What follows belongs to an exercise in optimizing a design on an open flow for small area; a production flow would make more cautious choices.
Only simulation tests tie the RTL to the original design; equivalence was not proved.
No activity file was given, so power comes from the tool's default toggle rates.

==> flow/design.v <==
module vga
  (input  logic clck,
   input  logic reset,
   input  logic left_btn,
   input  logic right_btn,
   input  logic [9:0] serve_x,
   input  logic [8:0] serve_y,
   input  logic [2:0] serve_xv,
   input  logic [2:0] serve_yv,
   input  logic [9:0] paddle_x0,
   output logic hsync,
   output logic vsync,
   output logic r,
   output logic g,
   output logic b);
   logic [9:0] p;       
   logic [9:0] ln;      
   logic       first;   
   logic lineEnd;
   assign lineEnd = p == 638;
   always_ff @(posedge clck) begin
      if(reset) begin
         p <= 639;
         ln <= 479;
         first <= 1;
      end else begin
         p <= (p == 799) ? 10'd0 : p + 10'd1;
         if(lineEnd) begin
            ln <= (ln == 524) ? 10'd0 : ln + 10'd1;
            if(ln == 481) first <= 0;
         end
      end
   end
   logic active;
   assign active = !first && ln < 480;
   assign hsync = !(p >= 656 && p <= 751);
   assign vsync = !(ln == 490 || ln == 491);
   logic [9:0] div;
   logic [4:0] cl, cr;    
   always_ff @(posedge clck) begin
      if(reset) begin
         div <= 0;
         cl <= 16;
         cr <= 16;
      end else begin
         div <= div + 10'd1;
         if(div == 0) begin
            if(!left_btn) cl <= 0; else if(!cl[4]) cl <= cl + 5'd1;
            if(!right_btn) cr <= 0; else if(!cr[4]) cr <= cr + 5'd1;
         end
      end
   end
   logic left, right;
   assign left = !cl[4];
   assign right = !cr[4];
   logic [2:0] colour;
   logic       prev;
   always_ff @(posedge clck) begin
      if(reset) begin
         colour <= 1;
         prev <= 0;
      end else begin
         prev <= left | right;
         if((left | right) && !prev)
           colour <= (colour == 7) ? 3'd1 : colour + 3'd1;
      end
   end
   logic [9:0] q;
   logic upd_p;
   assign upd_p = !first && ln == 480 && p == 640;
   always_ff @(posedge clck) begin
      if(reset) begin
         q <= 10'd639 - paddle_x0;
      end else if(upd_p && !left && right) begin
         q <= (q <= 52) ? 10'd51 : q - 10'd1;
      end else if(upd_p && left && !right) begin
         q <= (q >= 636) ? 10'd639 : q + 10'd3;
      end else begin
         q <= (q == 799) ? 10'd0 : q + 10'd1;
      end
   end
   logic [9:0] e;
   logic [8:0] by;
   logic [2:0] xv, yv;
   logic upd_b, upd_h;
   assign upd_b = !first && ln == 480 && p == 641;
   assign upd_h = !first && ln == 481 && e == 11;
   logic wl, wr, wt, wb, wp;
   always_comb begin
      case(xv)
        3'd1: wl = e >= 632;
        3'd2: wl = e >= 634;
        3'd3: wl = e >= 636;
        default: wl = 0;
      endcase
      case(xv)
        3'd5: wr = e <= 13;
        3'd6: wr = e <= 15;
        3'd7: wr = e <= 17;
        default: wr = 0;
      endcase
      case(yv)
        3'd1: wt = by < 10;
        3'd2: wt = by < 8;
        3'd3: wt = by < 6;
        default: wt = 0;
      endcase
      case(yv)
        3'd5: begin wp = by >= 429; wb = by >= 469; end
        3'd6: begin wp = by >= 428; wb = by >= 468; end
        3'd7: begin wp = by >= 427; wb = by >= 467; end
        default: begin wp = 0; wb = 0; end
      endcase
   end
   logic hit;
   assign hit = q >= 1 && q <= 61;
   always_ff @(posedge clck) begin
      if(reset) begin
         e <= 10'd639 - serve_x;
         by <= serve_y;
         xv <= serve_xv;
         yv <= serve_yv;
      end else begin
         if(upd_b) begin
            e <= e + 10'd5 - {7'd0, xv};
            by <= by + {{6{~yv[2]}}, ~yv[2], yv[1:0]};
            if(wl | wr) xv <= -xv;
            if(wt) yv <= -yv;
         end else begin
            e <= (e == 799) ? 10'd0 : e + 10'd1;
         end
         if(upd_h) begin
            if(wp && hit) begin
               yv <= -yv;
               if(q < 13)      xv <= (xv < 3) ? 3'd1 : xv - 3'd2;
               else if(q < 25) xv <= (xv < 2) ? 3'd1 : xv - 3'd1;
               else if(q < 37) ;
               else if(q < 49) xv <= (xv > 6) ? 3'd7 : xv + 3'd1;
               else if(q < 61) xv <= (xv > 5) ? 3'd7 : xv + 3'd2;
            end else if(wb) begin
               yv <= -yv;
            end
         end
      end
   end
   logic xzero;
   always_ff @(posedge clck) begin
      if(p == 639) xzero <= e == 639;
   end
   logic bcol, brow, pcol, prow;
   assign bcol = (p < 640) ? (e <= 10) : xzero;
   assign brow = ln[8:0] >= by && ln[8:0] <= by + 9'd10;
   assign pcol = p < 640 && q <= 50;
   assign prow = ln >= 440 && ln <= 460;
   logic bp, pp;
   always_ff @(posedge clck) begin
      if(reset) begin
         bp <= 0; pp <= 0;
      end else begin
         bp <= active && brow && bcol;
         pp <= active && prow && pcol;
      end
   end
   assign r = (pp & colour[0]) | bp;
   assign g = (pp & colour[1]) | bp;
   assign b = (pp & colour[2]) | bp;
endmodule
export LEC_CHECK = 0
export CAP_MARGIN = 20
export CORE_MARGIN = 2
export CORE_UTILIZATION = 40
export CTS_BUF_LIST = sky130_fd_sc_hd__clkbuf_8
export PLACE_DENSITY = 0.6
export SLEW_MARGIN = 20
create_clock -name core_clock -period 10.0 [get_ports {clck}]
standard.sh (not shown) runs the stock make flow with config.mk's settings and CLKGATE_MAP_FILE= SYNTH_SCRIPT=/design/flow/synth_recipe.tcl, a recipe that flattens the netlist after the stock synthesis.
==> flow/flow/run.sh <==
#!/bin/bash
set -euo pipefail
W=$PWD
rm -rf "$W/scripts_own"
cp -r "$FLOW_HOME/scripts" "$W/scripts_own"
cp "$W/flow/abc_area.script" "$W/scripts_own/abc_area.script"
bash "$W/standard.sh" SCRIPTS_DIR="$W/scripts_own" ADDER_MAP_FILE= ABC_AREA=1 \
  "BUFFER_PORTS_ARGS=-buffer_cell sky130_fd_sc_hd__buf_1" finish > "$W/flow_make.log" 2>&1
==> flow/flow/abc_area.script <==
strash
ifraig
scorr
dc2
strash
&get -n
&deepsyn -T 60
&put
dch -f
amap
topo
stime -c
The starting point completed with no timing, DRC or antenna violations.
==> next run, changes <==
--- a/flow/design.v
+++ b/flow/design.v
@@ -25,27 +25,27 @@
          first <= 1;
       end else begin
          p <= (p == 799) ? 10'd0 : p + 10'd1;
          if(lineEnd) begin
             ln <= (ln == 524) ? 10'd0 : ln + 10'd1;
-            if(ln == 481) first <= 0;
+            if(ln == 488) first <= 0;
          end
       end
    end
    logic active;
    assign active = !first && ln < 480;
    assign hsync = !(p >= 656 && p <= 751);
    assign vsync = !(ln == 490 || ln == 491);
-   logic [9:0] div;
+   logic [9:0] div;       
    logic [4:0] cl, cr;    
    always_ff @(posedge clck) begin
       if(reset) begin
          div <= 0;
          cl <= 16;
          cr <= 16;
       end else begin
-         div <= div + 10'd1;
+         div <= {div[8:0], div[9] ^ div[6] ^ (div[8:0] == 0)};
          if(div == 0) begin
             if(!left_btn) cl <= 0; else if(!cl[4]) cl <= cl + 5'd1;
             if(!right_btn) cr <= 0; else if(!cr[4]) cr <= cr + 5'd1;
          end
       end
@@ -78,58 +78,65 @@
       end else begin
          q <= (q == 799) ? 10'd0 : q + 10'd1;
       end
    end
    logic [9:0] e;
-   logic [8:0] by;
+   logic [9:0] ry;
    logic [2:0] xv, yv;
-   logic upd_b, upd_h;
-   assign upd_b = !first && ln == 480 && p == 641;
-   assign upd_h = !first && ln == 481 && e == 11;
+   logic mv;             
+   assign mv = !first && ln[9:2] == 121 && ln[1:0] != 3;
+   logic hold_e;         
+   assign hold_e = mv && ln[1:0] == 0 &&
+                   (xv[2] ? (p < {8'd0, xv[1:0]}) : (xv[1:0] != 0 && p + {8'd0, xv[1:0]} >= 4));
+   logic ystep;          
+   assign ystep = mv && (yv[2] ? ln[1:0] < yv[1:0] : ln[1:0] < 2'(3'd4 - yv));
+   logic ry_inc;
+   assign ry_inc = (lineEnd && !(ystep && yv[2])) || (p == 639 && ystep && !yv[2]);
+   logic upd_w, upd_h;
+   assign upd_w = !first && ln == 487 && p == 640;
+   assign upd_h = !first && ln == 488 && e == 11;
    logic wl, wr, wt, wb, wp;
    always_comb begin
       case(xv)
-        3'd1: wl = e >= 632;
-        3'd2: wl = e >= 634;
+        3'd1: wl = e >= 634;
+        3'd2: wl = e >= 635;
         3'd3: wl = e >= 636;
         default: wl = 0;
       endcase
       case(xv)
-        3'd5: wr = e <= 13;
-        3'd6: wr = e <= 15;
-        3'd7: wr = e <= 17;
+        3'd5: wr = e <= 11;
+        3'd6: wr = e <= 12;
+        3'd7: wr = e <= 13;
         default: wr = 0;
       endcase
       case(yv)
-        3'd1: wt = by < 10;
-        3'd2: wt = by < 8;
-        3'd3: wt = by < 6;
+        3'd1: wt = ry >= 481;
+        3'd2: wt = ry >= 482;
+        3'd3: wt = ry >= 483;
         default: wt = 0;
       endcase
       case(yv)
-        3'd5: begin wp = by >= 429; wb = by >= 469; end
-        3'd6: begin wp = by >= 428; wb = by >= 468; end
-        3'd7: begin wp = by >= 427; wb = by >= 467; end
+        3'd5: begin wp = ry <= 59; wb = ry <= 19; end
+        3'd6: begin wp = ry <= 60; wb = ry <= 20; end
+        3'd7: begin wp = ry <= 61; wb = ry <= 21; end
         default: begin wp = 0; wb = 0; end
       endcase
    end
    logic hit;
    assign hit = q >= 1 && q <= 61;
    always_ff @(posedge clck) begin
       if(reset) begin
          e <= 10'd639 - serve_x;
-         by <= serve_y;
+         ry <= 10'd479 - {1'b0, serve_y};
          xv <= serve_xv;
          yv <= serve_yv;
       end else begin
-         if(upd_b) begin
-            e <= e + 10'd5 - {7'd0, xv};
-            by <= by + {{6{~yv[2]}}, ~yv[2], yv[1:0]};
+         if(!hold_e) e <= (e == 799) ? 10'd0 : e + 10'd1;
+         if(ry_inc) ry <= (ry == 524) ? 10'd0 : ry + 10'd1;
+         if(upd_w) begin
             if(wl | wr) xv <= -xv;
             if(wt) yv <= -yv;
-         end else begin
-            e <= (e == 799) ? 10'd0 : e + 10'd1;
          end
          if(upd_h) begin
             if(wp && hit) begin
                yv <= -yv;
                if(q < 13)      xv <= (xv < 3) ? 3'd1 : xv - 3'd2;
@@ -147,11 +154,11 @@
    always_ff @(posedge clck) begin
       if(p == 639) xzero <= e == 639;
    end
    logic bcol, brow, pcol, prow;
    assign bcol = (p < 640) ? (e <= 10) : xzero;
-   assign brow = ln[8:0] >= by && ln[8:0] <= by + 9'd10;
+   assign brow = ry <= 10;
    assign pcol = p < 640 && q <= 50;
    assign prow = ln >= 440 && ln <= 460;
    logic bp, pp;
    always_ff @(posedge clck) begin
       if(reset) begin
What happened: The changed run completed with no timing, DRC or antenna violations. Final cell count goes down by roughly a tenth. Die area falls by a few percent. Core utilization came out higher by 0.23 points. Register-to-register slack improved by 0.54 ns. Global-route usage went down by 0.76 points. Sequential power increases by a few percent. Synthesized area drops by a few percent. Worst setup slack gets better by 0.12 ns. Clock power stays flat. Fmax came out higher by a few percent. Routed wire length came out lower by roughly a tenth.

==> static timing again, ports no longer ideal <==
The flow's constraints put no driver on any port. The routed layouts listed below were extracted and timed again, unchanged, in two steps. Step 1 sets driving cells, clkbuf_16 on the clock port and buf_2 on the other inputs (assumed; they add their load-dependent delay and slew). Step 2 adds t to the input delays and takes it off the output delays; t is the mean of the earliest and latest rising clock arrival at the registers after step 1. Input paths then give back, and output paths get back, about the clock's delay inside the block. Three values: ideal ports, drivers, drivers and shift; two values: the first two.
run | t (ns) | slack for setup (ns) | worst register clock-pin slew, ns | cell pins on the clock port's net
the first run | 0.396 | 6.113 / 6.113 / 5.994 | 0.09 / 0.09 | 1
the second run | 0.388 | 6.236 / 6.205 / 6.102 | 0.09 / 0.09 | 1
After both steps every run listed still meets setup and hold. For the second run, which loses most, drivers alone change the setup slack by -0.031 ns; drivers and shift together by -0.134 ns.
